This design comes from an exercise in tuning for small area, a short achievable clock period and few clock cycles on the open sky130 flow, not from production work.
In this exercise RTL edits were held to simulation tests only and were not proved equivalent to the original.
Power figures rest on the tool's default switching activity, not on a simulated workload.

===== flow/constraint.sdc =====
create_clock -name core_clock -period 5.0 [get_ports {clk}]
set_input_delay 1.0000 -clock core_clock [delete_from_list [all_inputs] [get_ports {clk}]]
set_output_delay 1.0000 -clock core_clock [all_outputs]
set_load 0.01 [all_outputs]

===== flow/standard.sh =====
#!/bin/bash
# synth_recipe.tcl (not shown) runs the flow's synth.tcl, then flattens the netlist and writes it again
# the make line also repeats each setting of config.mk as NAME=value (left out here)
make -C /OpenROAD-flow-scripts/flow DESIGN_CONFIG=/design/flow/config.mk WORK_HOME=/design/flow/orfs CLKGATE_MAP_FILE= SYNTH_SCRIPT=/design/flow/synth_recipe.tcl "${@:-finish}"

===== flow/flow/run.sh =====
#!/bin/bash
# Layout flow: the standard ORFS flow (standard.sh, which runs the
# standard synthesis script) with two changes:
#  - the ports get plain buf_1 buffers instead of the delay cells that
#    buffer_ports picks by default;
#  - the half/full adder cells are added to the platform's don't-use list,
#    so that ABC maps the adders as ordinary gates.
# ORFS's own logs go to orfs/logs/; make's output goes to run_standard.log.
set -euo pipefail
export BUFFER_PORTS_ARGS="-buffer_cell sky130_fd_sc_hd__buf_1"
PLATFORM_DONT_USE="sky130_fd_sc_hd__probe_p_8 sky130_fd_sc_hd__probec_p_8 sky130_fd_sc_hd__lpflow_bleeder_1 sky130_fd_sc_hd__lpflow_clkbufkapwr_1 sky130_fd_sc_hd__lpflow_clkbufkapwr_16 sky130_fd_sc_hd__lpflow_clkbufkapwr_2 sky130_fd_sc_hd__lpflow_clkbufkapwr_4 sky130_fd_sc_hd__lpflow_clkbufkapwr_8 sky130_fd_sc_hd__lpflow_clkinvkapwr_1 sky130_fd_sc_hd__lpflow_clkinvkapwr_16 sky130_fd_sc_hd__lpflow_clkinvkapwr_2 sky130_fd_sc_hd__lpflow_clkinvkapwr_4 sky130_fd_sc_hd__lpflow_clkinvkapwr_8 sky130_fd_sc_hd__lpflow_decapkapwr_12 sky130_fd_sc_hd__lpflow_decapkapwr_3 sky130_fd_sc_hd__lpflow_decapkapwr_4 sky130_fd_sc_hd__lpflow_decapkapwr_6 sky130_fd_sc_hd__lpflow_decapkapwr_8 sky130_fd_sc_hd__lpflow_inputiso0n_1 sky130_fd_sc_hd__lpflow_inputiso0p_1 sky130_fd_sc_hd__lpflow_inputiso1n_1 sky130_fd_sc_hd__lpflow_inputiso1p_1 sky130_fd_sc_hd__lpflow_inputisolatch_1 sky130_fd_sc_hd__lpflow_isobufsrc_1 sky130_fd_sc_hd__lpflow_isobufsrc_16 sky130_fd_sc_hd__lpflow_isobufsrc_2 sky130_fd_sc_hd__lpflow_isobufsrc_4 sky130_fd_sc_hd__lpflow_isobufsrc_8 sky130_fd_sc_hd__lpflow_isobufsrckapwr_16 sky130_fd_sc_hd__lpflow_lsbuf_lh_hl_isowell_tap_1 sky130_fd_sc_hd__lpflow_lsbuf_lh_hl_isowell_tap_2 sky130_fd_sc_hd__lpflow_lsbuf_lh_hl_isowell_tap_4 sky130_fd_sc_hd__lpflow_lsbuf_lh_isowell_4 sky130_fd_sc_hd__lpflow_lsbuf_lh_isowell_tap_1 sky130_fd_sc_hd__lpflow_lsbuf_lh_isowell_tap_2 sky130_fd_sc_hd__lpflow_lsbuf_lh_isowell_tap_4 "
ADDERS="sky130_fd_sc_hd__ha_1 sky130_fd_sc_hd__ha_2 sky130_fd_sc_hd__ha_4 sky130_fd_sc_hd__fa_1 sky130_fd_sc_hd__fa_2 sky130_fd_sc_hd__fa_4"
bash standard.sh "DONT_USE_CELLS=$PLATFORM_DONT_USE $ADDERS" finish > run_standard.log 2>&1

===== flow/config.mk =====
export PLATFORM = sky130hd
export DESIGN_NAME = tinyalu
export DESIGN_NICKNAME = tinyalu
export VERILOG_FILES = /design/flow/design.v
export SDC_FILE = /design/flow/constraint.sdc
export NUM_CORES = 4
export LEC_CHECK = 0
export ABC_AREA = 1
export CAP_MARGIN = 20
export CORE_AREA = 2 2 62 62
export CTS_BUF_LIST = sky130_fd_sc_hd__clkbuf_8
export DIE_AREA = 0 0 64 64
export PLACE_DENSITY = 0.8
export SETUP_SLACK_MARGIN = 2.6
export SLEW_MARGIN = 20

===== flow/design.v =====
module tinyalu (
    input  wire  [7:0] A,
    input  wire  [7:0] B,
    input  wire        clk,
    input  wire  [2:0] op,
    input  wire        reset_n,
    input  wire        start,
    output wire        done,
    output wire [15:0] result
);
  reg [15:0] acc;
  reg        busy;     
  reg [2:0]  rem;      
  reg        done_r;
  wire idle = ~busy;
  wire two  = (rem[2] | rem[1]) & ~acc[1];
  wire [2:0] rem_next = rem - {1'b0, two, ~two};
  wire [7:0] x = idle ? B : acc[15:8];
  wire [7:0] y = A & {8{idle | acc[0]}};
  wire [7:0] p = x ^ y;
  wire [7:0] g = x & y;
  wire [7:0] g1 = {g[7] | (p[7] & g[6]), g[6], g[5] | (p[5] & g[4]), g[4],
                   g[3] | (p[3] & g[2]), g[2], g[1] | (p[1] & g[0]), g[0]};
  wire [7:0] p1 = {p[7] & p[6], p[6], p[5] & p[4], p[4],
                   p[3] & p[2], p[2], p[1] & p[0], p[0]};
  wire [7:0] g2 = {g1[7:6] | (p1[7:6] & {2{g1[5]}}), g1[5:4],
                   g1[3:2] | (p1[3:2] & {2{g1[1]}}), g1[1:0]};
  wire [7:0] p2 = {p1[7:6] & {2{p1[5]}}, p1[5:4],
                   p1[3:2] & {2{p1[1]}}, p1[1:0]};
  wire [7:0] g3 = {g2[7:4] | (p2[7:4] & {4{g2[3]}}), g2[3:0]};
  wire [8:0] c  = {g3, 1'b0};
  wire [8:0] s = {c[8], p ^ c[7:0]};
  always @(posedge clk) begin
    if (!idle)
      acc <= two ? {1'b0, s, acc[7:2]} : {s, acc[7:1]};
    else if (op[2])
      acc <= {1'b0, A & {8{B[0]}}, B[7:1]};
    else if (!op[1])
      acc <= {7'h00, s};
    else if (op[0])
      acc <= {8'h00, p};
    else
      acc <= {8'h00, g};
  end
  always @(posedge clk) begin
    rem <= busy ? rem_next : 3'd7;
  end
  always @(posedge clk or negedge reset_n) begin
    if (!reset_n) begin
      busy   <= 1'b0;
      done_r <= 1'b0;
    end else if (busy) begin
      busy   <= (rem_next != 3'd0);
      done_r <= (rem_next == 3'd0);
    end else begin
      busy   <= start && op[2] && !done_r;
      done_r <= start && !op[2] && (op[1:0] != 2'b00) && !done_r;
    end
  end
  assign done   = done_r;
  assign result = acc;
endmodule

==> summary.md, run 1 <==
| Metric | Value |
|---|---|
| Int Power | `0.0005586 W` |
| Switching pwr | `approximately 0.00066 W` |
| PortBufs | `38` |
| H-tree depth | `1` |
| Crit Path Max Fanout | `3` |
| Yosys warns | `1` |
| Worst-path clk slew | `0.08 ns` |
| Worst setup EP type | `register` |
| Lkg Pwr | `0.9259 nW` |
| Req. time, crit path | `5.16 ns` |
| Final WS setup | `2.732 ns` |
| Most frequent cells in the layout | `nand2_1 (91), inv_1 (40), buf_1 (38)` |
| Core region area | `roughly 0.0034 mm²` |
| Total GRT Usage | `22.83%` |
| DIE HEIGHT | `64 µm` |
| Flops & latches, synth | `21` |
| P per Cell Area | `between 600 and 700 mW/mm²` |
| Clock share of power | `approximately a tenth` |
| Slew Viols, Final | `0` |
| Area growth syn-to-layout | `11.44%` |
| Fin nets | `328` |
| RePlAce Congestion | `0.9504` |
| DR WL/cell | `12.45 µm` |
| Status | `complete, no violations` |
| Peak Freq | `441.0 MHz` |
| Cell area after layout | `0.001815 mm²` |
| # diodes | `0` |
| First-pass GRT wire length | `7.500 mm` |
| Share of cells above drive strength 1 | `6.885%` |
| Starting Density | `roughly 48%` |
| DP HPWL | `3.311 mm` |
| Setup violators final | `0` |
| Antenna-violating nets left | `0` |
| Via count | `1887` |
| CTS tree | `done` |
| Final cell count without fillers | `351` |
| Initial DRC Count | `152` |
| Post-synthesis sequential area ratio | `26.42%` |
| Crit. Startpoint | `A[0]` |
| Worst slack at placement | `2.486 ns` |
| Placed cell count | `around 350` |
| Initial antenna violation count | `0` |
| Worst vdd ir | `0.2824 mV` |
| TritonCTS Buffers | `3` |
| Slew HR | `46.55%` |
| Startpoint types | `input pin` |
| Worst Clk Skew | `~0.0078 ns` |
| WP data arrival | `2.43 ns` |
| Vias/cell | `5.376` |
| Switching Fraction | `54.08%` |
| WL final | `4.370 mm` |
| Filler instances | `~350` |
| I/O Pins | `39` |
| Distinct cells, synth | `30` |
| Max_cap viols | `0` |
| Die area | `0.004096 mm²` |
| Fin crit share | `45.35%` |
| Skew-Pair Late Insertion Delay | `0.27 ns` |
| Largest net degree at the start of global routing | `25` |
| Gate Count Post-Synth | `around 270` |
| Final min period | `2.268 ns` |
| Synth Cell Area | `0.001629 mm²` |
| Worst-Margin Slew | `0.7988 ns` |
| Die width | `64 µm` |
| Area after DPL | `around 0.0018 mm²` |
| Top cells by area, synth | `dfxtp_1 (23%), nand2_1 (21%), inv_1 (9.2%), nand3_1 (7.4%), o21ai_0 (3.7%)` |
| Drc violations | `0` |
| R2R Path Start | `busy$_DFF_PN0_` |
| RSZ-0062 raised after global routing | `yes` |
| Root buf cell | `clkbuf_8` |
| Critical path class | `input pin to register` |
| Clock Sinks | `21` |
| Syn nets | `293` |
| GRT Residual Overflow | `0` |
| Area leader, netlist | `dfxtp_1` |
| Pwr Total | `0.001216 W` |
| Share of the synthesized area in the top cell type | `23.35%` |
| Fin. Hold Viols | `0` |
| DRT Pass-1 Iters | `4` |
| Avg Synthesized Cell Area | `6.011 µm²` |
| Post-CTS Setup Inserts | `0` |
| Max Buffers Root-to-Sink | `2` |
| Hold Crit Class | `input pin to async pin` |
| Combinational power share | `63.5%` |
| # rows | `21` |
| Most common cell after layout, fill and taps aside | `nand2_1` |
| Vias in the first global route | `1731` |
| Sequential share of power | `around 27%` |
| Fin Setup TNS | `0 ns` |
metal layers:
layer / routed length (µm) / part of all wire [%] / global-route usage (%)
met5: 0 / 0 / 0
met4: 78 / 1.8 / 8.424
met3: 440 / 10 / 3.697
met2: 1894 / 43 / 35.81
met1: 1956 / 45 / 31.40
worst max-delay path, cell delays in order:
cell     delay, ns
buf_1         0.07
inv_1         0.05
a21oi_1       0.18
nand2_1       0.16
o21ai_2       0.25
nand2_1       0.08
nand2_1       0.08
xor2_1        0.27
o21ai_0       0.16
nand2_1       0.08
nand2_1       0.05
area by class of cell:
cell class / count / area (µm²) / share of cell area (%)
Clock buffer: 3 / 41.29 / 2.274
Clock inverter: 1 / 5.005 / 0.2757
Inverter: 43 / 163.9 / 9.028
Sequential cell: 21 / 431.7 / 23.78
Multi-Input combinational cell: 199 / 973.4 / 53.62
Timing Repair Buffer: 38 / 142.6 / 7.857
Tap cell: 46 / 57.56 / 3.170
kinds of logic (layout without fill, tap and decap cells):
group                  count (synthesis)  after routing  synth area share (%)
AO/OA/AOI/OAI                         52             52                 19.97
AND/OR/NAND/NOR                      141            141                 36.56
buffers and inverters                 51             85                 13.82
XOR/XNOR                               6              6                 3.226
flip-flops                            21             21                 26.42
per-stage QoR:
step	utilization [%]	hold slack, ns
final	53.56	0.5002
after global routing	53.56	0.4928
after CTS	53.56	0.4968
after detailed placement	52.16	0.4925
after global placement	52.16	0.4939
after floorplan	-	0.4679
synth_stat cells:
master and count:
nor2_2 3, dfxtp_1 19, inv_1 40, inv_2 1, buf_2 1, o21ai_1 5
a21oi_1 10, o21a_1 1, o21bai_1 1, o211ai_1 5, nand2_1 91, a22oi_1 6
o22ai_1 2, xnor2_1 1, clkbuf_1 3, dfrtp_1 2, a32oi_1 5, nor2_1 13
nand2_2 9, xor2_1 5, inv_4 1, clkinv_1 1, a31oi_1 2, nand3_1 24
o21ai_0 12, buf_6 4, o31ai_1 1, a211oi_1 1, nand3_2 1, o21ai_2 1
worst paths after layout:
kind                                endpoint  slack [ns]  cells after the start
setup / recovery              acc[3]$_DFF_P_        2.73                     11
hold / removal              done_r$_DFF_PN0_        0.50                      1
setup reg to reg              acc[5]$_DFF_P_        2.79                     15
hold reg to reg            rem[2]$_SDFF_PN1_        0.52                      2
max in group asynchronous     busy$_DFF_PN0_        4.37                      1
min in group core_clock    rem[2]$_SDFF_PN1_        0.52                      2
sequential cells by signal (all words and copies together), names as in the netlist:
signal  cells
done_r      1
busy        1
acc        16
rem         3
power groups by stage:
stage	Combinational (W)	Sequential (W)	Clock (W)
after floorplan	0.000612	0.000325	0
after global placement	0.000752	0.000326	0
after detailed placement	0.000758	0.000328	0
after CTS	0.000764	0.000326	0.000122
after global routing	0.000879	0.000338	0.000130
final	0.000773	0.000325	0.000118
repair_timing:
action                                  4_1_cts  5_1_grt
resized for setup                             1        0
endpoints found under the setup margin        7        1
endpoints found under the hold margin         0        0
hold buffers                                  0        0
Testbench counts, summed over its fixed seeds: cycles 38,683.
==> inputs of run 2 (changes only) <==
--- a/flow/config.mk
+++ b/flow/config.mk
@@ -11,5 +11,5 @@
 export CTS_BUF_LIST = sky130_fd_sc_hd__clkbuf_8
 export DIE_AREA = 0 0 64 64
 export PLACE_DENSITY = 0.8
-export SETUP_SLACK_MARGIN = 2.6
+export SETUP_SLACK_MARGIN = 2.7
 export SLEW_MARGIN = 20
==> summary.md, run 2 <==
| Metric | Value |
|---|---|
| Yosys warns | `1 (unchanged)` |
| CTS tree | `done` |
| EDFF count, synth | `0 (unchanged)` |
| Share of cells above drive strength 1 | `8.525% (+1.6 points)` |
| DP HPWL | `3.311 mm (unchanged)` |
| Top cells by area, synth | `dfxtp_1 (23%), nand2_1 (21%), inv_1 (9.2%), nand3_1 (7.4%), o21ai_0 (3.7%)` |
| Initial antenna violation count | `0 (unchanged)` |
| Total GRT Usage | `22.83% (unchanged)` |
| Register area | `434.2 µm² (+0.58%)` |
| Avg Synthesized Cell Area | `6.011 µm² (unchanged)` |
| PortBufs | `38 (unchanged)` |
| Post-synth top flop | `dfxtp_1` |
| Worst setup EP type | `register` |
| Status | `complete, no violations` |
| Most common cell after layout, fill and taps aside | `nand2_1` |
| Area taken by multi-input logic gates | `999.7 µm² (+2.7%)` |
| Antenna-violating nets left | `0 (unchanged)` |
| Distinct cells, synth | `30 (unchanged)` |
| Syn nets | `293 (unchanged)` |
| Worst vdd ir | `0.2790 mV (-1.2%)` |
| Largest net degree at the start of global routing | `25 (unchanged)` |
| Flops & latches, synth | `21 (unchanged)` |
| RePlAce Congestion | `0.9504 (unchanged)` |
| H-tree depth | `1 (unchanged)` |
| Post-synth top cells | `nand2_1 (91), inv_1 (40), nand3_1 (24)` |
| Worst-path clk slew | `0.08 ns (about the same)` |
| RSZ-0062 raised after global routing | `no` |
| Peak Freq | `448.4 MHz (+1.7%)` |
| Synth Cell Area | `0.001629 mm² (unchanged)` |
| Startpoint types | `input pin` |
| Req. time, crit path | `5.19 ns (+0.03 ns)` |
| WP data arrival | `2.42 ns (about the same)` |
| I/O Pins | `39 (unchanged)` |
| Max_cap viols | `0 (unchanged)` |
| Max Buffers Root-to-Sink | `2 (unchanged)` |
| Critical path class | `input pin to register` |
| Area leader, netlist | `dfxtp_1` |
| WL final | `4.402 mm (+0.73%)` |
| Skew-Pair Late Insertion Delay | `0.27 ns (about the same)` |
| # diodes | `0 (unchanged)` |
| Post-CTS Setup Inserts | `0 (unchanged)` |
| Crit Path Max Fanout | `9 (+6)` |
| P per Cell Area | `674.8 mW/mm² (+0.71%)` |
| Post-synthesis sequential area ratio | `26.42% (unchanged)` |
| Initial DRC Count | `130 (-14%)` |
| Filler instances | `347 (-1.1%)` |
| Worst-Margin Slew | `0.5709 ns (-0.2279 ns)` |
| Hold Crit Class | `input pin to async pin` |
| Via count | `1889 (+0.11%)` |
| Fin. Hold Viols | `0 (unchanged)` |
| # rows | `21 (unchanged)` |
| DRT Pass-1 Iters | `8 (+4)` |
| Hold slack | `0.4982 ns (-0.001918 ns)` |
| Vias/cell | `5.382 (+0.11%)` |
| Hold Buf Count CTS | `0 (unchanged)` |
| Most frequent cell after synthesis | `nand2_1` |
| DIE HEIGHT | `64 µm (unchanged)` |
| Worst Clk Skew | `0.008052 ns (+0.0002993 ns)` |
| Drc violations | `0 (unchanged)` |
| Slew Viols, Final | `0 (unchanged)` |
| Post-synth ARST share | `9.524% (unchanged)` |
| Final min period | `2.230 ns (-0.03732 ns)` |
| Fin crit share | `44.61% (-0.75 points)` |
| Area growth syn-to-layout | `13.36%` |
| Gate Count Post-Synth | `271 (unchanged)` |
| Clock Sinks | `21 (unchanged)` |
| Die area | `0.004096 mm² (unchanged)` |
| Max reg flops | `16 (unchanged)` |
| DR WL/cell | `12.54 µm (+0.73%)` |
| Fin nets | `328 (unchanged)` |
| Largest regs | `acc: 16 flops, rem: 3 flops` |
| Starting Density | `48.06% (unchanged)` |
| Root buf cell | `clkbuf_8` |
| Setup violators final | `0 (unchanged)` |
| First-pass GRT wire length | `7.500 mm (unchanged)` |
| Most frequent cells in the layout | `nand2_1 (89), inv_1 (40), buf_1 (38)` |
| Core region area | `0.003390 mm² (unchanged)` |
| Vias in the first global route | `1731 (unchanged)` |
| Largest Register | `acc` |
| Lkg Pwr | `0.9285 nW (+0.28%)` |
| Fin Setup TNS | `0 ns (unchanged)` |
| TritonCTS Buffers | `3 (unchanged)` |
| Die width | `64 µm (unchanged)` |
| Share of the synthesized area in the top cell type | `23.35% (unchanged)` |
| GRT Residual Overflow | `0 (unchanged)` |
| Slew HR | `61.94% (+15 points)` |
-- run 2: final timing paths --
path,start,to,slack [ns],cells past startpoint
min,reset_n,busy$_DFF_PN0_,0.50,1
max in group asynchronous,reset_n,busy$_DFF_PN0_,4.36,1
min reg2reg,rem[2]$_SDFF_PN1_,rem[2]$_SDFF_PN1_,0.52,2
min in group core_clock,rem[2]$_SDFF_PN1_,rem[2]$_SDFF_PN1_,0.52,2
max reg2reg,busy$_DFF_PN0_,acc[5]$_DFF_P_,2.88,15
max,op[0],acc[1]$_DFF_P_,2.77,7
-- run 2: logic make-up (layout without fill, tap and decap cells) --
family / count (synthesis) / in the layout / synth area share [%]
flops: 21 / 21 / 26.42
xor+xnor: 6 / 6 / 3.226
simple gates: 141 / 141 / 36.56
buf+inv: 51 / 85 / 13.82
compound gates: 52 / 52 / 19.97
-- run 2: final cells by class --
class,instances,share of cell area [%]
timing repair buffer,38,7.724
tap,46,3.117
inverter,43,9.011
multi-input combinational,199,54.13
clock buffer,3,2.236
clock inverter,1,0.2710
sequential,21,23.51
-- run 2: where the power goes --
| part | leakage, nW | internal, W | total, W | switching [W] |
|---|---|---|---|---|
| Combinational | 0.721 | 0.000261 | 0.000797 | 0.000536 |
| Sequential | 0.182 | 0.000253 | 0.000330 | 0.0000777 |
| Clock | 0.0255 | 0.0000558 | 0.000119 | 0.0000630 |
-- run 2: worst max-delay path, stage by stage --
cell and delay (ns):
buf_1 0.39, clkinv_1 0.42, nand2_1 0.16, nand3_1 0.08, o21ai_0 0.12, a21oi_1 0.07, o21ai_0 0.19
-- run 2: layer usage --
layer  track usage, %  part of all wire, %
met2            35.81                   44
met1            31.40                   47
met5                0                    0
met3            3.697                  7.9
met4            8.424                  1.2
-- run 2: metrics by stage --
step | cells | util (%) | setup WS (ns) | power [W] | area (µm²)
floorplan | 271 | - | 2.807 | 0.0009369 | 1629
global placement | 347 | 52.16 | 2.520 | 0.001078 | 1768
detailed placement | 347 | 52.16 | 2.486 | 0.001086 | 1768
CTS | 351 | 53.56 | 2.779 | 0.001212 | 1815
global route | 351 | 54.48 | 2.709 | 0.001372 | 1847
finish | 351 | 54.48 | 2.770 | 0.001246 | 1847
-- run 2: timing repair --
action,4_1_cts,5_1_grt
pin swaps,0,1
endpoints found under the setup margin,10,8
gates resized for setup,1,8
==> inputs of run 3 (changes only) <==
==> flow/flow/run.sh (replaced) <==
#!/bin/bash
# Layout flow: the standard ORFS flow (standard.sh, which runs the
# standard synthesis script) with two changes:
#  - the ports get plain buf_2 buffers instead of the delay cells that
#    buffer_ports picks by default;
#  - the half/full adder cells are added to the platform's don't-use list,
#    so that ABC maps the adders as ordinary gates.
# ORFS's own logs go to orfs/logs/; make's output goes to run_standard.log.
set -euo pipefail
export BUFFER_PORTS_ARGS="-buffer_cell sky130_fd_sc_hd__buf_2"
PLATFORM_DONT_USE="sky130_fd_sc_hd__probe_p_8 sky130_fd_sc_hd__probec_p_8 sky130_fd_sc_hd__lpflow_bleeder_1 sky130_fd_sc_hd__lpflow_clkbufkapwr_1 sky130_fd_sc_hd__lpflow_clkbufkapwr_16 sky130_fd_sc_hd__lpflow_clkbufkapwr_2 sky130_fd_sc_hd__lpflow_clkbufkapwr_4 sky130_fd_sc_hd__lpflow_clkbufkapwr_8 sky130_fd_sc_hd__lpflow_clkinvkapwr_1 sky130_fd_sc_hd__lpflow_clkinvkapwr_16 sky130_fd_sc_hd__lpflow_clkinvkapwr_2 sky130_fd_sc_hd__lpflow_clkinvkapwr_4 sky130_fd_sc_hd__lpflow_clkinvkapwr_8 sky130_fd_sc_hd__lpflow_decapkapwr_12 sky130_fd_sc_hd__lpflow_decapkapwr_3 sky130_fd_sc_hd__lpflow_decapkapwr_4 sky130_fd_sc_hd__lpflow_decapkapwr_6 sky130_fd_sc_hd__lpflow_decapkapwr_8 sky130_fd_sc_hd__lpflow_inputiso0n_1 sky130_fd_sc_hd__lpflow_inputiso0p_1 sky130_fd_sc_hd__lpflow_inputiso1n_1 sky130_fd_sc_hd__lpflow_inputiso1p_1 sky130_fd_sc_hd__lpflow_inputisolatch_1 sky130_fd_sc_hd__lpflow_isobufsrc_1 sky130_fd_sc_hd__lpflow_isobufsrc_16 sky130_fd_sc_hd__lpflow_isobufsrc_2 sky130_fd_sc_hd__lpflow_isobufsrc_4 sky130_fd_sc_hd__lpflow_isobufsrc_8 sky130_fd_sc_hd__lpflow_isobufsrckapwr_16 sky130_fd_sc_hd__lpflow_lsbuf_lh_hl_isowell_tap_1 sky130_fd_sc_hd__lpflow_lsbuf_lh_hl_isowell_tap_2 sky130_fd_sc_hd__lpflow_lsbuf_lh_hl_isowell_tap_4 sky130_fd_sc_hd__lpflow_lsbuf_lh_isowell_4 sky130_fd_sc_hd__lpflow_lsbuf_lh_isowell_tap_1 sky130_fd_sc_hd__lpflow_lsbuf_lh_isowell_tap_2 sky130_fd_sc_hd__lpflow_lsbuf_lh_isowell_tap_4 "
ADDERS="sky130_fd_sc_hd__ha_1 sky130_fd_sc_hd__ha_2 sky130_fd_sc_hd__ha_4 sky130_fd_sc_hd__fa_1 sky130_fd_sc_hd__fa_2 sky130_fd_sc_hd__fa_4"
bash standard.sh "DONT_USE_CELLS=$PLATFORM_DONT_USE $ADDERS" finish > run_standard.log 2>&1
==> summary.md, run 3 <==
| Metric | Value |
|---|---|
| Status | `complete, no violations` |
| R2R Path Start | `busy$_DFF_PN0_` |
| Final min period | `2.233 ns (+0.002260 ns)` |
| Worst Clk Skew | `0.002437 ns (-0.005615 ns)` |
| Post-synth top cells | `nand2_1 (91), inv_1 (40), nand3_1 (24)` |
| Synth Cell Area | `0.001629 mm² (unchanged)` |
| Worst setup EP type | `register` |
| Peak Freq | `447.9 MHz (-0.10%)` |
| Avg Synthesized Cell Area | `6.011 µm² (unchanged)` |
| Gate Count Post-Synth | `271 (unchanged)` |
| Met1 Wirelength | `2.035 mm (-1.3%)` |
| WP depth | `11 (+4)` |
| Area growth syn-to-layout | `15.36%` |
| Post-synth top flop | `dfxtp_1` |
| Slew Viols, Final | `0 (unchanged)` |
| Flops & latches, synth | `21 (unchanged)` |
| Worst-Margin Slew | `0.8176 ns (+0.2467 ns)` |
| Worst-path cell chain | `buf_2, inv_1, a21oi_2, nand2_1, o21ai_2, nand2_1, nand2_1, xor2_1, o21ai_0, nand2_1, nand2_1` |
| R2R cell count | `11 (-4)` |
| Register area | `434.2 µm² (unchanged)` |
| CP top delay family | `compound AO/OA/AOI/OAI gates` |
| Largest regs | `acc: 16 flops, rem: 3 flops` |
| DP HPWL | `3.346 mm (+1.1%)` |
| Worst vdd ir | `0.3063 mV (+9.8%)` |
| Total GRT Usage | `21.99% (-0.84 points)` |
| Post-synthesis sequential area ratio | `26.42% (unchanged)` |
| Req. time, crit path | `5.16 ns (-0.03 ns)` |
| Syn nets | `293 (unchanged)` |
| Initial DRC Count | `177 (+36%)` |
| # diodes | `0 (unchanged)` |
| Lkg Pwr | `1.047 nW (+13%)` |
| Core region area | `0.003390 mm² (unchanged)` |
| Top cells by area, synth | `dfxtp_1 (23%), nand2_1 (21%), inv_1 (9.2%), nand3_1 (7.4%), o21ai_0 (3.7%)` |
| R2r endpoint | `acc[3]$_DFF_P_` |
| Die area | `0.004096 mm² (unchanged)` |
| EDFF count, synth | `0 (unchanged)` |
| Largest net degree at the start of global routing | `25 (unchanged)` |
| Area leader, netlist | `dfxtp_1` |
| First-pass GRT wire length | `7.320 mm (-2.4%)` |
| Share of cells above drive strength 1 | `19.93% (+11 points)` |
| Skew-Pair Late Insertion Delay | `0.27 ns (about the same)` |
| Fin Setup TNS | `0 ns (unchanged)` |
| P per Cell Area | `668.0 mW/mm² (-1.0%)` |
| Vias/cell | `5.355 (-0.50%)` |
| Slew HR | `45.29% (-17 points)` |
| Die width | `64 µm (unchanged)` |
| DRT Pass-1 Iters | `8 (unchanged)` |
| Filler instances | `344 (-0.86%)` |
| Startpoint types | `input pin` |
| Crit path buf inv count | `2 (unchanged)` |
| Hold Buf Count CTS | `0 (unchanged)` |
| Fin crit share | `44.65% (+0.045 points)` |
| I/O Pins | `39 (unchanged)` |
| CTS tree | `done` |
| Routed length on met2 | `2.063 mm (+6.4%)` |
| Post-synth ARST share | `9.524% (unchanged)` |
| Fin nets | `329 (+0.30%)` |
| DIE HEIGHT | `64 µm (unchanged)` |
| Yosys warns | `1 (unchanged)` |
| Most frequent cells in the layout | `nand2_1 (91), inv_1 (40), buf_2 (38)` |
| Share of the synthesized area in the top cell type | `23.35% (unchanged)` |
| Pwr Total | `0.001255 W (+0.74%)` |
| H-tree depth | `1 (unchanged)` |
| Crit Path Max Fanout | `3 (-6)` |
| Root buf cell | `clkbuf_8` |
| # rows | `21 (unchanged)` |
| Hold Crit Class | `input pin to async pin` |
| DR WL/cell | `12.76 µm (+1.8%)` |
| Routed length on met3 | `337 µm (-2.6%)` |
| Setup violators final | `0 (unchanged)` |
| RePlAce Congestion | `0.9534 (+0.32%)` |
| Clock Sinks | `21 (unchanged)` |
| Drc violations | `0 (unchanged)` |
| GRT Residual Overflow | `0 (unchanged)` |
| Highest routed metal layer | `met4` |
| PortBufs | `38 (unchanged)` |
| Area taken by multi-input logic gates | `977.2 µm² (-2.3%)` |
| RSZ-0062 raised after global routing | `no` |
| Critical path class | `input pin to register` |
| Reg2reg setup slack | `2.86 ns (-0.02 ns)` |
| WL final | `4.492 mm (+2.0%)` |
| Starting Density | `48.06% (unchanged)` |
| Max reg flops | `16 (unchanged)` |
| Most numerous cell on the critical path | `nand2_1` |
| Initial antenna violation count | `0 (unchanged)` |
| Most frequent cell after synthesis | `nand2_1` |
| Distinct cells, synth | `30 (unchanged)` |
| TritonCTS Buffers | `3 (unchanged)` |
| Max Buffers Root-to-Sink | `2 (unchanged)` |
| Most common cell after layout, fill and taps aside | `nand2_1` |
| Slowest CP cell | `xor2_1` |
| Antenna-violating nets left | `0 (unchanged)` |
| WP data arrival | `2.40 ns (-0.02 ns)` |
| Via count | `1885 (-0.21%)` |
| Largest Register | `acc` |
| Max_cap viols | `0 (unchanged)` |
| Worst-path clk slew | `0.09 ns (about the same)` |
| Vias in the first global route | `1663 (-3.9%)` |
| Fin. Hold Viols | `0 (unchanged)` |
| CP peak stage delay | `0.27 ns (-0.15 ns)` |
==> run 3: cell counts after synthesis <==
Identical to the previous run, type by type.
==> run 3: worst max-delay path by stage <==
stage / from / endpoint
floorplan: A[0] / acc[5]$_DFF_P_
global placement: A[0] / acc[3]$_DFF_P_
detailed placement: A[0] / acc[3]$_DFF_P_
CTS: A[0] / acc[3]$_DFF_P_
global route: A[0] / acc[5]$_DFF_P_
finish: A[0] / acc[3]$_DFF_P_
==> run 3: area by class of cell <==
cell class	count	share of cell area (%)
well taps	46	3.063
flip-flops and latches	21	23.10
repair buffers	39	10.52
inverters	43	8.855
clock inverters	1	0.2663
multi-input cells	199	52.00
clock buffers	3	2.197
==> run 3: metal layers <==
layer,up-vias,GRT usage (%)
met2,94,36.20
met4,0,6.250
met3,10,2.465
li1,943,-
met1,838,30.26
met5,-,0
==> run 3: kinds of logic after synthesis <==
kind of cell / Yosys count / synth area share [%]
and+or+nand+nor: 141 / 36.56
DFF: 21 / 26.42
xor gates and xnor gates: 6 / 3.226
buffers and inverters: 51 / 13.82
AOI/OAI and AO/OA: 52 / 19.97
==> run 3: repair_timing <==
action                                  CTS  global route
endpoints found under the setup margin   10             8
gates resized for setup                   1             3
setup buffers                             0             1
==> run 3: report_power, final <==
group | leakage [nW] | switching (W) | internal, W
Sequential | 0.182 | 0.0000667 | 0.000253
Clock | 0.0255 | 0.0000630 | 0.0000557
Combinational | 0.839 | 0.000540 | 0.000278
Total | 1.05 | 0.000669 | 0.000586
==> run 3: per-stage QoR <==
stage          setup WS, ns  util [%]  instance area, µm²  hold WS, ns  instances
3_5_place_dp          2.485     53.56                1815       0.4885        347
6_report              2.767     55.44                1879       0.4985        352
3_3_place_gp          2.508     53.56                1815       0.4963        347
4_1_cts               2.773     54.96                1863       0.5012        351
5_1_grt               2.678     55.44                1879       0.4954        352
2_1_floorplan         2.807         -                1629       0.4679        271
==> inputs of run 4 (changes only) <==
--- a/flow/design.v
+++ b/flow/design.v
@@ -30,17 +30,19 @@
   wire [7:0] g3 = {g2[7:4] | (p2[7:4] & {4{g2[3]}}), g2[3:0]};
   wire [8:0] c  = {g3, 1'b0};
   wire [8:0] s = {c[8], p ^ c[7:0]};
+  wire sel_sh1 = busy & ~two;
+  wire sel_sh2 = busy & two;
+  wire sel_mul = idle & op[2];
+  wire sel_add = idle & ~op[2] & ~op[1];
+  wire sel_xor = idle & ~op[2] & op[1] & op[0];
+  wire sel_and = idle & ~op[2] & op[1] & ~op[0];
   always @(posedge clk) begin
-    if (!idle)
-      acc <= two ? {1'b0, s, acc[7:2]} : {s, acc[7:1]};
-    else if (op[2])
-      acc <= {1'b0, A & {8{B[0]}}, B[7:1]};
-    else if (!op[1])
-      acc <= {7'h00, s};
-    else if (op[0])
-      acc <= {8'h00, p};
-    else
-      acc <= {8'h00, g};
+    acc <= ({16{sel_sh1}} & {s, acc[7:1]})
+         | ({16{sel_sh2}} & {1'b0, s, acc[7:2]})
+         | ({16{sel_mul}} & {1'b0, A & {8{B[0]}}, B[7:1]})
+         | ({16{sel_add}} & {7'h00, s})
+         | ({16{sel_xor}} & {8'h00, p})
+         | ({16{sel_and}} & {8'h00, g});
   end
   always @(posedge clk) begin
     rem <= busy ? rem_next : 3'd7;
==> flow/flow/run.sh (replaced) <==
#!/bin/bash
# Layout flow: the standard ORFS flow (standard.sh, which runs the
# standard synthesis script) with two changes:
#  - the ports get plain buf_1 buffers instead of the delay cells that
#    buffer_ports picks by default;
#  - the half/full adder cells are added to the platform's don't-use list,
#    so that ABC maps the adders as ordinary gates.
# ORFS's own logs go to orfs/logs/; make's output goes to run_standard.log.
set -euo pipefail
export BUFFER_PORTS_ARGS="-buffer_cell sky130_fd_sc_hd__buf_1"
PLATFORM_DONT_USE="sky130_fd_sc_hd__probe_p_8 sky130_fd_sc_hd__probec_p_8 sky130_fd_sc_hd__lpflow_bleeder_1 sky130_fd_sc_hd__lpflow_clkbufkapwr_1 sky130_fd_sc_hd__lpflow_clkbufkapwr_16 sky130_fd_sc_hd__lpflow_clkbufkapwr_2 sky130_fd_sc_hd__lpflow_clkbufkapwr_4 sky130_fd_sc_hd__lpflow_clkbufkapwr_8 sky130_fd_sc_hd__lpflow_clkinvkapwr_1 sky130_fd_sc_hd__lpflow_clkinvkapwr_16 sky130_fd_sc_hd__lpflow_clkinvkapwr_2 sky130_fd_sc_hd__lpflow_clkinvkapwr_4 sky130_fd_sc_hd__lpflow_clkinvkapwr_8 sky130_fd_sc_hd__lpflow_decapkapwr_12 sky130_fd_sc_hd__lpflow_decapkapwr_3 sky130_fd_sc_hd__lpflow_decapkapwr_4 sky130_fd_sc_hd__lpflow_decapkapwr_6 sky130_fd_sc_hd__lpflow_decapkapwr_8 sky130_fd_sc_hd__lpflow_inputiso0n_1 sky130_fd_sc_hd__lpflow_inputiso0p_1 sky130_fd_sc_hd__lpflow_inputiso1n_1 sky130_fd_sc_hd__lpflow_inputiso1p_1 sky130_fd_sc_hd__lpflow_inputisolatch_1 sky130_fd_sc_hd__lpflow_isobufsrc_1 sky130_fd_sc_hd__lpflow_isobufsrc_16 sky130_fd_sc_hd__lpflow_isobufsrc_2 sky130_fd_sc_hd__lpflow_isobufsrc_4 sky130_fd_sc_hd__lpflow_isobufsrc_8 sky130_fd_sc_hd__lpflow_isobufsrckapwr_16 sky130_fd_sc_hd__lpflow_lsbuf_lh_hl_isowell_tap_1 sky130_fd_sc_hd__lpflow_lsbuf_lh_hl_isowell_tap_2 sky130_fd_sc_hd__lpflow_lsbuf_lh_hl_isowell_tap_4 sky130_fd_sc_hd__lpflow_lsbuf_lh_isowell_4 sky130_fd_sc_hd__lpflow_lsbuf_lh_isowell_tap_1 sky130_fd_sc_hd__lpflow_lsbuf_lh_isowell_tap_2 sky130_fd_sc_hd__lpflow_lsbuf_lh_isowell_tap_4 "
ADDERS="sky130_fd_sc_hd__ha_1 sky130_fd_sc_hd__ha_2 sky130_fd_sc_hd__ha_4 sky130_fd_sc_hd__fa_1 sky130_fd_sc_hd__fa_2 sky130_fd_sc_hd__fa_4"
bash standard.sh "DONT_USE_CELLS=$PLATFORM_DONT_USE $ADDERS" finish > run_standard.log 2>&1
--- a/flow/config.mk
+++ b/flow/config.mk
@@ -11,5 +11,5 @@
 export CTS_BUF_LIST = sky130_fd_sc_hd__clkbuf_8
 export DIE_AREA = 0 0 64 64
 export PLACE_DENSITY = 0.8
-export SETUP_SLACK_MARGIN = 2.7
+export SETUP_SLACK_MARGIN = 2.5
 export SLEW_MARGIN = 20
==> summary.md, run 4 <==
| Metric | Value |
|---|---|
| Share of cells above drive strength 1 | `9.428% (-11 points)` |
| GRT Residual Overflow | `0 (unchanged)` |
| Initial antenna violation count | `0 (unchanged)` |
| Peak Freq | `460.7 MHz (+2.8%)` |
| Worst-Margin Slew | `1.020 ns (+0.2019 ns)` |
| Slew HR | `31.78% (-14 points)` |
| Post-synthesis sequential area ratio | `27.34% (+0.92 points)` |
| Core region area | `0.003390 mm² (unchanged)` |
| Final min period | `2.171 ns (-0.06179 ns)` |
| Post-synth ARST share | `9.524% (unchanged)` |
| First-pass GRT wire length | `7.369 mm (+0.67%)` |
| Lkg Pwr | `0.8575 nW (-18%)` |
| Starting Density | `46.44% (-1.6 points)` |
| I/O Pins | `39 (unchanged)` |
| Largest Register | `acc` |
| Most frequent cells in the layout | `nand2_1 (84), buf_1 (38), inv_1 (35)` |
| Largest net degree at the start of global routing | `24 (-4.0%)` |
| Fin crit share | `43.41% (-1.2 points)` |
| Avg Synthesized Cell Area | `6.054 µm² (+0.71%)` |
| Crit Path Max Fanout | `23 (+20)` |
| Synth Cell Area | `0.001574 mm² (-3.4%)` |
| Syn nets | `282 (-3.8%)` |
| Max reg flops | `16 (unchanged)` |
| Hold Buf Count CTS | `0 (unchanged)` |
| Antenna-violating nets left | `0 (unchanged)` |
| Setup violators final | `0 (unchanged)` |
| DIE HEIGHT | `64 µm (unchanged)` |
| PortBufs | `38 (unchanged)` |
| Share of the synthesized area in the top cell type | `24.17% (+0.82 points)` |
| Max Buffers Root-to-Sink | `2 (unchanged)` |
| CTS tree | `done` |
| Reg2reg setup slack | `2.83 ns (-0.03 ns)` |
| Area leader, netlist | `dfxtp_1` |
| Post-synth top cells | `nand2_1 (84), inv_1 (35), nand3_1 (27)` |
| TritonCTS Buffers | `3 (unchanged)` |
| H-tree depth | `1 (unchanged)` |
| Layout Utilization | `52.64% (-2.8 points)` |
| Worst-path clk slew | `0.08 ns (about the same)` |
| Total GRT Usage | `22.52% (+0.53 points)` |
| Startpoint types | `register` |
| Largest regs | `acc: 16 flops, rem: 3 flops` |
| Max_cap viols | `0 (unchanged)` |
| Die area | `0.004096 mm² (unchanged)` |
| Worst Clk Skew | `0.005753 ns (+0.003316 ns)` |
| Status | `complete, no violations` |
| Fin nets | `320 (-2.7%)` |
| Via count | `1792 (-4.9%)` |
| Filler instances | `352 (+2.3%)` |
| # diodes | `0 (unchanged)` |
| Vias in the first global route | `1684 (+1.3%)` |
| Post-synth top flop | `dfxtp_1` |
| Worst setup EP type | `register` |
| Drc violations | `0 (unchanged)` |
| Gate Count Post-Synth | `260 (-4.1%)` |
| Post-CTS Setup Inserts | `0 (unchanged)` |
| Fin Setup TNS | `0 ns (unchanged)` |
| Req. time, crit path | `5.20 ns (+0.04 ns)` |
| Cell area after layout | `0.001784 mm² (-5.1%)` |
| RePlAce Congestion | `0.9219 (-3.3%)` |
| Yosys warns | `1 (unchanged)` |
| Distinct cells, synth | `30 (unchanged)` |
| Die width | `64 µm (unchanged)` |
| R2R cell count | `4 (-7)` |
| # rows | `21 (unchanged)` |
| RSZ-0062 raised after global routing | `no` |
| DR WL/cell | `12.44 µm (-2.5%)` |
| Worst vdd ir | `0.2543 mV (-17%)` |
| Pwr Total | `0.001239 W (-1.3%)` |
| Most frequent cell after synthesis | `nand2_1` |
| Vias/cell | `5.224 (-2.4%)` |
| Area after DPL | `0.001737 mm² (-4.3%)` |
| EDFF count, synth | `0 (unchanged)` |
| R2r endpoint | `acc[6]$_DFF_P_` |
| Slew Viols, Final | `0 (unchanged)` |
| Critical path class | `register to register` |
| Area growth syn-to-layout | `13.35%` |
| WL final | `4.266 mm (-5.0%)` |
| WP data arrival | `2.37 ns (-0.03 ns)` |
| DRT Pass-1 Iters | `4 (-4)` |
| Fin. Hold Viols | `0 (unchanged)` |
| Initial DRC Count | `137 (-23%)` |
| Hold Crit Class | `input pin to async pin` |
| Most common cell after layout, fill and taps aside | `nand2_1` |
| Skew-Pair Late Insertion Delay | `0.26 ns (about the same)` |
| PostCTS Resize Cnt | `0 (-1)` |
| Top cells by area, synth | `dfxtp_1 (24%), nand2_1 (20%), nand3_1 (8.6%), inv_1 (8.3%), nor2_1 (4.8%)` |
| Flops & latches, synth | `21 (unchanged)` |
| DP HPWL | `3.304 mm (-1.3%)` |
| Clock Sinks | `21 (unchanged)` |
| R2R Path Start | `busy$_DFF_PN0_` |
| Crit. Startpoint | `busy$_DFF_PN0_` |
| P per Cell Area | `694.3 mW/mm² (+3.9%)` |
| Root buf cell | `clkbuf_8` |
[run 4: worst max path at each step]
stage,endpoint,slack [ns],depth (start not counted)
final,acc[6]$_DFF_P_,2.83,4
after global routing,acc[12]$_DFF_P_,2.60,13
after CTS,acc[5]$_DFF_P_,2.62,13
after detailed placement,acc[5]$_DFF_P_,2.59,12
after global placement,acc[5]$_DFF_P_,2.67,12
after floorplan,acc[11]$_DFF_P_,2.96,11
[run 4: layout make-up]
class / instances / area (µm²) / area share, %
clock buffer: 3 / 41.29 / 2.314
timing repair buffer: 38 / 142.6 / 7.994
clock inverter: 1 / 5.005 / 0.2805
inverter: 44 / 165.2 / 9.257
tap: 46 / 57.56 / 3.226
multi-input combinational: 190 / 940.9 / 52.73
sequential: 21 / 431.7 / 24.19
[run 4: critical path, cell delays in order (launching register included)]
cell      delay, ns
dfrtp_2        0.65
inv_2          0.23
nor2_1         0.83
a221oi_1       0.24
nand3_1        0.14
[run 4: routing by layer]
layer	global-route usage, %	up-vias	part of all wire [%]
li1	-	909	-
met1	29.95	809	44
met2	37.11	68	47
met3	3.521	6	7.6
met4	7.337	0	1.1
met5	0	-	0
[run 4: report_power, final]
| part | internal [W] | switching, W |
|---|---|---|
| clock network | 0.0000555 | 0.0000576 |
| registers | 0.000252 | 0.0000817 |
| logic | 0.000265 | 0.000527 |
| total | 0.000572 | 0.000667 |
[run 4: kinds of logic (layout without fill, tap and decap cells)]
group                  after synthesis  after routing  share of synthesized area [%]
AO/OA/AOI/OAI                       38             38                          16.85
XOR/XNOR                             6              6                          3.339
AND/OR/NAND/NOR                    146            146                          39.59
buffers and inverters               49             86                          12.88
flip-flops                          21             21                          27.34
[run 4: through the flow]
step,setup slack (ns),hold slack [ns],instances
final,2.829,0.4998,343
after global routing,2.601,0.4996,343
after floorplan,2.965,0.4700,260
after global placement,2.669,0.5024,339
after CTS,2.617,0.4993,343
after detailed placement,2.591,0.5033,339
Testbench counts of run 4, summed over its fixed seeds: cycles 38,683.
==> inputs of run 5 (changes only) <==
--- a/flow/config.mk
+++ b/flow/config.mk
@@ -11,5 +11,5 @@
 export CTS_BUF_LIST = sky130_fd_sc_hd__clkbuf_8
 export DIE_AREA = 0 0 64 64
 export PLACE_DENSITY = 0.8
-export SETUP_SLACK_MARGIN = 2.5
+export SETUP_SLACK_MARGIN = 2.9
 export SLEW_MARGIN = 20
==> summary.md, run 5 <==
| Metric | Value |
|---|---|
| RSZ-0062 raised after global routing | `yes` |
| Root buf cell | `clkbuf_8` |
| Status | `complete, no violations` |
| P per Cell Area | `713.7 mW/mm² (+2.8%)` |
| Post-synth top cells | `nand2_1 (84), inv_1 (35), nand3_1 (27)` |
| Fin Setup TNS | `0 ns (unchanged)` |
| RePlAce Congestion | `0.9219 (unchanged)` |
| CP top delay family | `simple AND/OR/NAND/NOR gates` |
| Met1 Wirelength | `1.888 mm (+0.11%)` |
| Antenna-violating nets left | `0 (unchanged)` |
| Die width | `64 µm (unchanged)` |
| Post-synth ARST share | `9.524% (unchanged)` |
| Largest net degree at the start of global routing | `24 (unchanged)` |
| Highest routed metal layer | `met4` |
| WP data arrival | `2.24 ns (-0.13 ns)` |
| Startpoint types | `input pin` |
| First-pass GRT wire length | `7.417 mm (+0.65%)` |
| # rows | `21 (unchanged)` |
| Most frequent cell after synthesis | `nand2_1` |
| Largest regs | `acc: 16 flops, rem: 3 flops` |
| Syn nets | `282 (unchanged)` |
| Routed length on met3 | `452 µm (+39%)` |
| Area leader, netlist | `dfxtp_1` |
| Cell area after layout | `0.001908 mm² (+6.9%)` |
| Die area | `0.004096 mm² (unchanged)` |
| Worst vdd ir | `0.2764 mV (+8.7%)` |
| Share of the synthesized area in the top cell type | `24.17% (unchanged)` |
| EDFF count, synth | `0 (unchanged)` |
| Area after DPL | `0.001737 mm² (unchanged)` |
| Most frequent cells in the layout | `nand2_1 (76), buf_1 (37), inv_1 (35)` |
| H-tree depth | `1 (unchanged)` |
| Slowest CP cell | `a21oi_2` |
| Fin. Hold Viols | `0 (unchanged)` |
| Peak Freq | `478.3 MHz (+3.8%)` |
| Vias in the first global route | `1691 (+0.42%)` |
| Total GRT Usage | `22.67% (+0.15 points)` |
| Fin crit share | `41.82% (-1.6 points)` |
| Hold Buf Count CTS | `0 (unchanged)` |
| CP peak stage delay | `0.19 ns (-0.64 ns)` |
| Crit path buf inv count | `2 (+1)` |
| CTS tree | `done` |
| Req. time, crit path | `5.15 ns (-0.05 ns)` |
| Setup violators final | `0 (unchanged)` |
| Worst setup EP type | `register` |
| Slew Viols, Final | `0 (unchanged)` |
| Drc violations | `0 (unchanged)` |
| Max reg flops | `16 (unchanged)` |
| Most common cell after layout, fill and taps aside | `nand2_1` |
| Post-synthesis sequential area ratio | `27.34% (unchanged)` |
| Worst-path clk slew | `0.08 ns (about the same)` |
| R2R Path Start | `busy$_DFF_PN0_` |
| Hold Crit Class | `input pin to async pin` |
| Vias/cell | `5.510 (+5.5%)` |
| Skew-Pair Late Insertion Delay | `0.26 ns (about the same)` |
| Crit Path Max Fanout | `4 (-83%)` |
| Yosys warns | `1 (unchanged)` |
| I/O Pins | `39 (unchanged)` |
| Worst-Margin Slew | `1.088 ns (+0.06859 ns)` |
| Top cells by area, synth | `dfxtp_1 (24%), nand2_1 (20%), nand3_1 (8.6%), inv_1 (8.3%), nor2_1 (4.8%)` |
| Critical path class | `input pin to register` |
| Lkg Pwr | `0.9029 nW (+5.3%)` |
| Max_cap viols | `0 (unchanged)` |
| WL final | `4.716 mm (+11%)` |
| DP HPWL | `3.304 mm (unchanged)` |
| Flops & latches, synth | `21 (unchanged)` |
| Crit. Startpoint | `A[1]` |
| Routed length on met2 | `2.285 mm (+14%)` |
| Distinct cells, synth | `30 (unchanged)` |
| Via count | `1901 (+6.1%)` |
| Synth Cell Area | `0.001574 mm² (unchanged)` |
| # diodes | `0 (unchanged)` |
| Starting Density | `46.44% (unchanged)` |
| Final min period | `2.091 ns (-0.07988 ns)` |
| Pwr Total | `0.001362 W (+9.9%)` |
| PortBufs | `38 (unchanged)` |
| Area growth syn-to-layout | `21.22%` |
| Fin nets | `322 (+0.63%)` |
| Gate Count Post-Synth | `260 (unchanged)` |
| TritonCTS Buffers | `3 (unchanged)` |
| Worst-path cell chain | `buf_1, inv_1, a21oi_2, nor2_2, o21ai_4, nand2_2, nand2_4, nand2_1, nand2_1, nand2_2, nand3_1, nand3_1` |
| Worst Clk Skew | `0.006330 ns (+0.0005777 ns)` |
| Largest Register | `acc` |
| Share of cells above drive strength 1 | `17.73% (+8.3 points)` |
| Clock Sinks | `21 (unchanged)` |
| GRT Residual Overflow | `0 (unchanged)` |
| Initial DRC Count | `170 (+24%)` |
| Initial antenna violation count | `0 (unchanged)` |
| DRT Pass-1 Iters | `5 (+1)` |
| Avg Synthesized Cell Area | `6.054 µm² (unchanged)` |
| DIE HEIGHT | `64 µm (unchanged)` |
| DR WL/cell | `13.67 µm (+9.9%)` |
| Max Buffers Root-to-Sink | `2 (unchanged)` |
| Post-synth top flop | `dfxtp_1` |
| Core region area | `0.003390 mm² (unchanged)` |
| Slew HR | `27.19% (-4.6 points)` |
-- run 5: repair_timing --
item	CTS	global route
pin swaps	1	5
buffers inserted	1	1
endpoints found under the hold margin	0	0
endpoints found under the setup margin	16	16
resized for setup	2	28
-- run 5: per-layer routing --
layer	GRT usage (%)	up-vias
met5	0	-
met4	7.880	0
met3	3.521	16
met2	37.37	120
met1	29.95	848
li1	-	917
-- run 5: worst paths after layout --
check | endpoint | slack [ns] | cells after the start
max in group asynchronous | busy$_DFF_PN0_ | 4.37 | 1
max reg2reg | acc[14]$_DFF_P_ | 2.98 | 11
min in group core_clock | rem[2]$_SDFF_PN1_ | 0.53 | 2
min | busy$_DFF_PN0_ | 0.50 | 1
min reg2reg | rem[2]$_SDFF_PN1_ | 0.53 | 2
max | acc[14]$_DFF_P_ | 2.91 | 12
-- run 5: area by class of cell --
| type | instances | area [µm²] |
|---|---|---|
| multi-input combinational | 190 | 1044 |
| inverter | 44 | 167.7 |
| timing repair buffer | 40 | 158.9 |
| sequential | 21 | 434.2 |
| clock inverter | 1 | 5.005 |
| clock buffer | 3 | 41.29 |
| fill | 338 | 1481 |
| tap | 46 | 57.56 |
-- run 5: logic make-up after synthesis --
| logic type | Yosys count | share of synthesized area (%) |
|---|---|---|
| xor gates and xnor gates | 6 | 3.339 |
| buffers and inverters | 49 | 12.88 |
| DFF | 21 | 27.34 |
| and+or+nand+nor | 146 | 39.59 |
| AOI/OAI and AO/OA | 38 | 16.85 |
-- run 5: through the flow --
| stage | setup slack, ns | hold slack (ns) | std cells | util (%) |
|---|---|---|---|---|
| 3_5_place_dp | 2.591 | 0.5033 | 339 | 51.24 |
| 3_3_place_gp | 2.669 | 0.5024 | 339 | 51.24 |
| 6_report | 2.909 | 0.4966 | 345 | 56.29 |
| 2_1_floorplan | 2.965 | 0.4700 | 260 | - |
| 4_1_cts | 2.901 | 0.4992 | 344 | 52.93 |
| 5_1_grt | 2.816 | 0.4997 | 345 | 56.29 |
-- run 5: report_power, final --
part,total (W),leakage (nW),switching (W),internal (W)
combinational,0.000916,0.695,0.000605,0.000311
clock,0.000114,0.0255,0.0000586,0.0000556
sequential,0.000331,0.182,0.0000770,0.000254
==> inputs of run 6 (changes only) <==
--- a/flow/config.mk
+++ b/flow/config.mk
@@ -11,5 +11,5 @@
 export CTS_BUF_LIST = sky130_fd_sc_hd__clkbuf_8
 export DIE_AREA = 0 0 64 64
 export PLACE_DENSITY = 0.8
-export SETUP_SLACK_MARGIN = 2.9
+export SETUP_SLACK_MARGIN = 2.7
 export SLEW_MARGIN = 20
==> summary.md, run 6 <==
| Metric | Value |
|---|---|
| Initial DRC Count | `154 (-9.4%)` |
| Share of cells above drive strength 1 | `9.764% (-8.0 points)` |
| R2R cell count | `12 (+1)` |
| Max Buffers Root-to-Sink | `2 (unchanged)` |
| Slew Viols, Final | `0 (unchanged)` |
| Core region area | `0.003390 mm² (unchanged)` |
| Largest regs | `acc: 16 flops, rem: 3 flops` |
| Setup violators final | `0 (unchanged)` |
| WP data arrival | `2.28 ns (+0.04 ns)` |
| Final min period | `2.138 ns (+0.04677 ns)` |
| Top cells by area, synth | `dfxtp_1 (24%), nand2_1 (20%), nand3_1 (8.6%), inv_1 (8.3%), nor2_1 (4.8%)` |
| WL final | `4.288 mm (-9.1%)` |
| # diodes | `0 (unchanged)` |
| Req. time, crit path | `5.15 ns (about the same)` |
| Vias in the first global route | `1684 (-0.41%)` |
| DP HPWL | `3.304 mm (unchanged)` |
| Most common cell after layout, fill and taps aside | `nand2_1` |
| CTS tree | `done` |
| Fin Setup TNS | `0 ns (unchanged)` |
| TritonCTS Buffers | `3 (unchanged)` |
| Largest net degree at the start of global routing | `24 (unchanged)` |
| DIE HEIGHT | `64 µm (unchanged)` |
| Most frequent cell after synthesis | `nand2_1` |
| Hold Crit Class | `input pin to async pin` |
| Synth Cell Area | `0.001574 mm² (unchanged)` |
| Largest Register | `acc` |
| Post-synth ARST share | `9.524% (unchanged)` |
| Critical path class | `input pin to register` |
| Peak Freq | `467.8 MHz (-2.2%)` |
| Post-synth top cells | `nand2_1 (84), inv_1 (35), nand3_1 (27)` |
| PortBufs | `38 (unchanged)` |
| Share of the synthesized area in the top cell type | `24.17% (unchanged)` |
| Worst slack at placement | `2.591 ns (unchanged)` |
| H-tree depth | `1 (unchanged)` |
| RSZ-0062 raised after global routing | `no` |
| GRT Residual Overflow | `0 (unchanged)` |
| Worst Clk Skew | `0.006882 ns (+0.0005518 ns)` |
| Startpoint types | `input pin` |
| Slew HR | `33.47% (+6.3 points)` |
| Skew-Pair Late Insertion Delay | `0.26 ns (about the same)` |
| Post-synthesis sequential area ratio | `27.34% (unchanged)` |
| Crit Path Max Fanout | `4 (unchanged)` |
| Clock Sinks | `21 (unchanged)` |
| Most frequent cells in the layout | `nand2_1 (84), buf_1 (38), inv_1 (35)` |
| First-pass GRT wire length | `7.369 mm (-0.65%)` |
| Max reg flops | `16 (unchanged)` |
| Flops & latches, synth | `21 (unchanged)` |
| EDFF count, synth | `0 (unchanged)` |
| RePlAce Congestion | `0.9219 (unchanged)` |
| Via count | `1822 (-4.2%)` |
| P per Cell Area | `696.0 mW/mm² (-2.5%)` |
| Fin. Hold Viols | `0 (unchanged)` |
| Avg Synthesized Cell Area | `6.054 µm² (unchanged)` |
| # rows | `21 (unchanged)` |
| Worst-Margin Slew | `0.9943 ns (-0.09382 ns)` |
| Yosys warns | `1 (unchanged)` |
| Starting Density | `46.44% (unchanged)` |
| DRT Pass-1 Iters | `6 (+1)` |
| Area leader, netlist | `dfxtp_1` |
| Final WS setup | `2.862 ns (-0.04677 ns)` |
| Drc violations | `0 (unchanged)` |
| Status | `complete, no violations` |
| Post-synth top flop | `dfxtp_1` |
| Die width | `64 µm (unchanged)` |
| Die area | `0.004096 mm² (unchanged)` |
| Worst vdd ir | `0.2636 mV (-4.6%)` |
| Total GRT Usage | `22.52% (-0.15 points)` |
| Root buf cell | `clkbuf_8` |
| Initial antenna violation count | `0 (unchanged)` |
| DR WL/cell | `12.50 µm (-8.5%)` |
| Syn nets | `282 (unchanged)` |
| I/O Pins | `39 (unchanged)` |
| Antenna-violating nets left | `0 (unchanged)` |
| Area growth syn-to-layout | `13.91%` |
| Layout Utilization | `52.90% (-3.4 points)` |
| Distinct cells, synth | `30 (unchanged)` |
| Gate Count Post-Synth | `260 (unchanged)` |
| Max_cap viols | `0 (unchanged)` |
| Fin nets | `320 (-0.62%)` |
| Lkg Pwr | `0.8578 nW (-5.0%)` |
| Worst-path clk slew | `0.08 ns (about the same)` |
| Vias/cell | `5.312 (-3.6%)` |
| Worst setup EP type | `register` |
| Fin crit share | `42.75% (+0.94 points)` |
run 6: cell count changes in the layout (fill, tap and decap cells not counted), moves of 3 or more:
cell / previous run / this run
nor2_1: 15 / 20
nand3_2: 3 / 0
nand2_2: 13 / 7
nand3_1: 24 / 27
nor2_2: 6 / 2
nand2_1: 76 / 84
run 6: logic make-up after synthesis:
family,share of synthesized area (%)
xor+xnor,3.339
flops,27.34
simple gates,39.59
compound gates,16.85
buf+inv,12.88
run 6: power breakdown:
part / switching, W / internal (W) / leakage, nW
logic: 0.000532 / 0.000267 / 0.650
clock network: 0.0000571 / 0.0000555 / 0.0255
registers: 0.0000831 / 0.000254 / 0.182
total: 0.000672 / 0.000576 / 0.858
run 6: final timing paths:
kind / startpoint / endpoint / slack, ns
max: A[0] / acc[12]$_DFF_P_ / 2.86
min: reset_n / busy$_DFF_PN0_ / 0.50
max reg2reg: busy$_DFF_PN0_ / acc[12]$_DFF_P_ / 2.97
min reg2reg: rem[2]$_SDFF_PN1_ / rem[2]$_SDFF_PN1_ / 0.53
max in group asynchronous: reset_n / busy$_DFF_PN0_ / 4.36
min in group core_clock: rem[2]$_SDFF_PN1_ / rem[2]$_SDFF_PN1_ / 0.53
run 6: critical path, cell delays in order:
cell,delay (ns)
buf_1,0.10
inv_1,0.05
a21oi_1,0.18
nand2_1,0.12
o21ai_2,0.23
nand2_2,0.09
nand2_2,0.10
nand2_1,0.10
nand2_1,0.07
nand2_1,0.08
nand3_1,0.09
nand3_1,0.07
run 6: routing by layer:
layer	vias to the layer above	GRT usage (%)	wire [µm]
li1	912	-	-
met2	88	37.11	2037
met4	0	7.337	43
met5	-	0	0
met3	7	3.521	400
met1	815	29.95	1808
run 6: layout make-up:
| class | count | area (µm²) |
|---|---|---|
| clock buffers | 3 | 41.29 |
| clock inverters | 1 | 5.005 |
| fillers | 351 | 1597 |
| inverters | 44 | 167.7 |
| multi-input cells | 190 | 944.7 |
| flip-flops and latches | 21 | 434.2 |
| well taps | 46 | 57.56 |
| repair buffers | 38 | 142.6 |
run 6: through the flow:
stage / std cells / hold slack [ns] / total power [W] / area, µm²
after global placement: 339 / 0.5024 / 0.001102 / 1737
after detailed placement: 339 / 0.5033 / 0.001116 / 1737
after CTS: 343 / 0.4992 / 0.001235 / 1784
final: 343 / 0.5001 / 0.001248 / 1793
after floorplan: 260 / 0.4700 / 0.0009478 / 1574
after global routing: 343 / 0.4997 / 0.001384 / 1793
run 6: what timing repair did:
action | CTS | global route
gates cloned | 0 | 0
setup endpoints to repair | 12 | 8
setup buffers | 0 | 0
pin swaps | 0 | 1
gates resized for setup | 1 | 4
hold buffers | 0 | 0
==> inputs of run 7 (changes only) <==
--- a/flow/config.mk
+++ b/flow/config.mk
@@ -10,6 +10,6 @@
 export CORE_AREA = 2 2 62 62
 export CTS_BUF_LIST = sky130_fd_sc_hd__clkbuf_8
 export DIE_AREA = 0 0 64 64
-export PLACE_DENSITY = 0.8
+export PLACE_DENSITY = 0.95
 export SETUP_SLACK_MARGIN = 2.7
 export SLEW_MARGIN = 20
==> summary.md, run 7 <==
| Metric | Value |
|---|---|
| Post-CTS Setup Inserts | `0 (unchanged)` |
| Flops & latches, synth | `21 (unchanged)` |
| Int Power | `0.0005758 W (about the same)` |
| Crit Path Max Fanout | `4 (unchanged)` |
| Clock share of power | `9.7% (+0.7 points)` |
| Req. time, crit path | `5.17 ns (+0.02 ns)` |
| Syn nets | `282 (unchanged)` |
| I/O Pins | `39 (unchanged)` |
| Die area | `0.004096 mm² (unchanged)` |
| Worst vdd ir | `0.2206 mV (-16%)` |
| Largest net degree at the start of global routing | `24 (unchanged)` |
| Worst-Margin Slew | `0.9593 ns (-0.03507 ns)` |
| Vias in the first global route | `1621 (-3.7%)` |
| Clock Sinks | `21 (unchanged)` |
| First-pass GRT wire length | `7.107 mm (-3.6%)` |
| P per Cell Area | `702.7 mW/mm² (+0.96%)` |
| Share of the synthesized area in the top cell type | `24.17% (unchanged)` |
| Worst-path cell chain | `buf_1, inv_1, a21oi_1, nor2_1, o21ai_2, nand2_2, nand2_2, nand2_1, nand2_1, nand2_1, nand3_1, nand3_1` |
| Most common cell after layout, fill and taps aside | `nand2_1` |
| Switching pwr | `0.0006814 W (+1.4%)` |
| Share of cells above drive strength 1 | `9.428% (-0.34 points)` |
| Most frequent cell after synthesis | `nand2_1` |
| Crit path buf inv count | `2 (unchanged)` |
| Avg Synthesized Cell Area | `6.054 µm² (unchanged)` |
| Combinational power share | `63.3% (-0.7 points)` |
| Setup violators final | `0 (unchanged)` |
| Critical path class | `input pin to register` |
| Max reg flops | `16 (unchanged)` |
| Area leader, netlist | `dfxtp_1` |
| CP peak stage delay | `0.22 ns (about the same)` |
| Peak Freq | `472.5 MHz (+1.0%)` |
| GRT Residual Overflow | `0 (unchanged)` |
| Lkg Pwr | `0.8578 nW (about the same)` |
| Post-synth ARST share | `9.524% (unchanged)` |
| RSZ-0062 raised after global routing | `no` |
| Post-synthesis sequential area ratio | `27.34% (unchanged)` |
| Initial antenna violation count | `0 (unchanged)` |
| Most frequent cells in the layout | `nand2_1 (84), buf_1 (38), inv_1 (35)` |
| Fin. Hold Viols | `0 (unchanged)` |
| EDFF count, synth | `0 (unchanged)` |
| Hold Buf Count CTS | `0 (unchanged)` |
| Worst setup EP type | `register` |
| Via count | `1803 (-1.0%)` |
| Post-synth top cells | `nand2_1 (84), inv_1 (35), nand3_1 (27)` |
| Area growth syn-to-layout | `13.67%` |
| TritonCTS Buffers | `3 (unchanged)` |
| Total GRT Usage | `21.97% (-0.54 points)` |
| WL final | `4.371 mm (+1.9%)` |
| Largest regs | `acc: 16 flops, rem: 3 flops` |
| Final min period | `2.117 ns (-0.02110 ns)` |
| CP top delay family | `simple AND/OR/NAND/NOR gates` |
| CTS tree | `done` |
| Top cells by area, synth | `dfxtp_1 (24%), nand2_1 (20%), nand3_1 (8.6%), inv_1 (8.3%), nor2_1 (4.8%)` |
| Gate Count Post-Synth | `260 (unchanged)` |
| RePlAce Congestion | `0.9695 (+5.2%)` |
| Yosys warns | `1 (unchanged)` |
| Largest Register | `acc` |
| Worst-path clk slew | `0.09 ns (about the same)` |
| Root buf cell | `clkbuf_8` |
| Max_cap viols | `0 (unchanged)` |
| Synth Cell Area | `0.001574 mm² (unchanged)` |
| Slew Viols, Final | `0 (unchanged)` |
| Status | `complete, no violations` |
| Startpoint types | `input pin` |
| H-tree depth | `1 (unchanged)` |
| Skew-Pair Late Insertion Delay | `0.28 ns (+0.02 ns)` |
| Max Buffers Root-to-Sink | `2 (unchanged)` |
| Area after DPL | `0.001737 mm² (unchanged)` |
| Fin crit share | `42.33% (-0.42 points)` |
| Cell area after layout | `0.001789 mm² (-0.21%)` |
| Vias/cell | `5.257 (-1.0%)` |
| DIE HEIGHT | `64 µm (unchanged)` |
| Switching Fraction | `54.20% (+0.36 points)` |
| Core region area | `0.003390 mm² (unchanged)` |
| Slowest CP cell | `o21ai_2` |
| Sequential share of power | `26.9% (about the same)` |
| DRT Pass-1 Iters | `6 (unchanged)` |
| Drc violations | `0 (unchanged)` |
| Die width | `64 µm (unchanged)` |
| Distinct cells, synth | `30 (unchanged)` |
| Slew HR | `35.81% (+2.3 points)` |
| Initial DRC Count | `128 (-17%)` |
| Starting Density | `46.44% (unchanged)` |
| # rows | `21 (unchanged)` |
| PortBufs | `38 (unchanged)` |
| Fin nets | `320 (unchanged)` |
| # diodes | `0 (unchanged)` |
| Antenna-violating nets left | `0 (unchanged)` |
| DR WL/cell | `12.74 µm (+1.9%)` |
| Most numerous cell on the critical path | `nand2_1` |
| DP HPWL | `3.377 mm (+2.2%)` |
| Fin Setup TNS | `0 ns (unchanged)` |
| Post-synth top flop | `dfxtp_1` |
| Hold Crit Class | `input pin to async pin` |
| Worst Clk Skew | `0.004593 ns (-0.002289 ns)` |
| WP data arrival | `2.29 ns (about the same)` |
## run 7: layout make-up
type,instances,area [µm²]
Multi-Input combinational cell,190,940.9
Clock inverter,1,5.005
Tap cell,46,57.56
Clock buffer,3,41.29
Sequential cell,21,434.2
Timing Repair Buffer,38,142.6
Fill cell,354,1600
Inverter,44,167.7
## run 7: logic make-up after synthesis
kind of cell / count (synthesis) / share of synthesized area, %
AO/OA/AOI/OAI: 38 / 16.85
buffers and inverters: 49 / 12.88
AND/OR/NAND/NOR: 146 / 39.59
flip-flops: 21 / 27.34
XOR/XNOR: 6 / 3.339
## run 7: final timing paths
| kind | from | end | slack (ns) | depth (start not counted) |
|---|---|---|---|---|
| max | A[1] | acc[11]$_DFF_P_ | 2.88 | 12 |
| min | reset_n | busy$_DFF_PN0_ | 0.49 | 1 |
| max reg2reg | busy$_DFF_PN0_ | acc[11]$_DFF_P_ | 2.96 | 12 |
| min reg2reg | rem[2]$_SDFF_PN1_ | rem[2]$_SDFF_PN1_ | 0.53 | 2 |
| max in group asynchronous | reset_n | busy$_DFF_PN0_ | 4.37 | 1 |
| min in group core_clock | rem[2]$_SDFF_PN1_ | rem[2]$_SDFF_PN1_ | 0.53 | 2 |
## run 7: worst reg2reg max path: stages, from the launching register on
cell,delay [ns]
dfrtp_4,0.61
inv_4,0.20
nand2_1,0.11
nand2_1,0.09
nand2_1,0.08
o21ai_2,0.24
nand2_2,0.10
nand2_2,0.11
nand2_1,0.10
nand2_1,0.07
nand2_1,0.08
nand3_1,0.09
nand3_1,0.08
## run 7: power by group through the flow
stage               registers [W]  logic [W]  clock network [W]
floorplan                0.000331   0.000616                  0
global placement         0.000333   0.000759                  0
detailed placement       0.000336   0.000783                  0
CTS                      0.000334   0.000786           0.000123
global route             0.000352   0.000893           0.000128
finish                   0.000339   0.000796           0.000122
## run 7: repair_timing
item,in CTS,in global routing
setup endpoints to repair,11,5
gates resized for setup,1,3
endpoints found under the hold margin,0,0
## run 7: per-layer routing
layer | up-vias | wire length (µm) | global-route usage (%)
li1 | 911 | - | -
met1 | 808 | 1854 | 27.78
met2 | 77 | 2040 | 36.20
met3 | 7 | 397 | 4.930
met4 | 0 | 77 | 8.424
met5 | - | 0 | 0
## run 7: stage by stage
| stage | utilization [%] | setup slack [ns] | hold slack [ns] | power [W] | std cells |
|---|---|---|---|---|---|
| floorplan | - | 2.965 | 0.4700 | 0.0009478 | 260 |
| global placement | 51.24 | 2.689 | 0.5002 | 0.001092 | 339 |
| detailed placement | 51.24 | 2.601 | 0.5064 | 0.001119 | 339 |
| CTS | 52.64 | 2.898 | 0.4897 | 0.001243 | 343 |
| global route | 52.79 | 2.717 | 0.5011 | 0.001373 | 343 |
| finish | 52.79 | 2.883 | 0.4887 | 0.001257 | 343 |

Setup slack of run 7, layout unchanged: 2.883 ns with ideal ports, 2.888 ns with driving cells assumed (clock clkbuf_16, inputs buf_2), 2.586 ns with port delays also shifted by the 0.302 ns mid clock arrival.
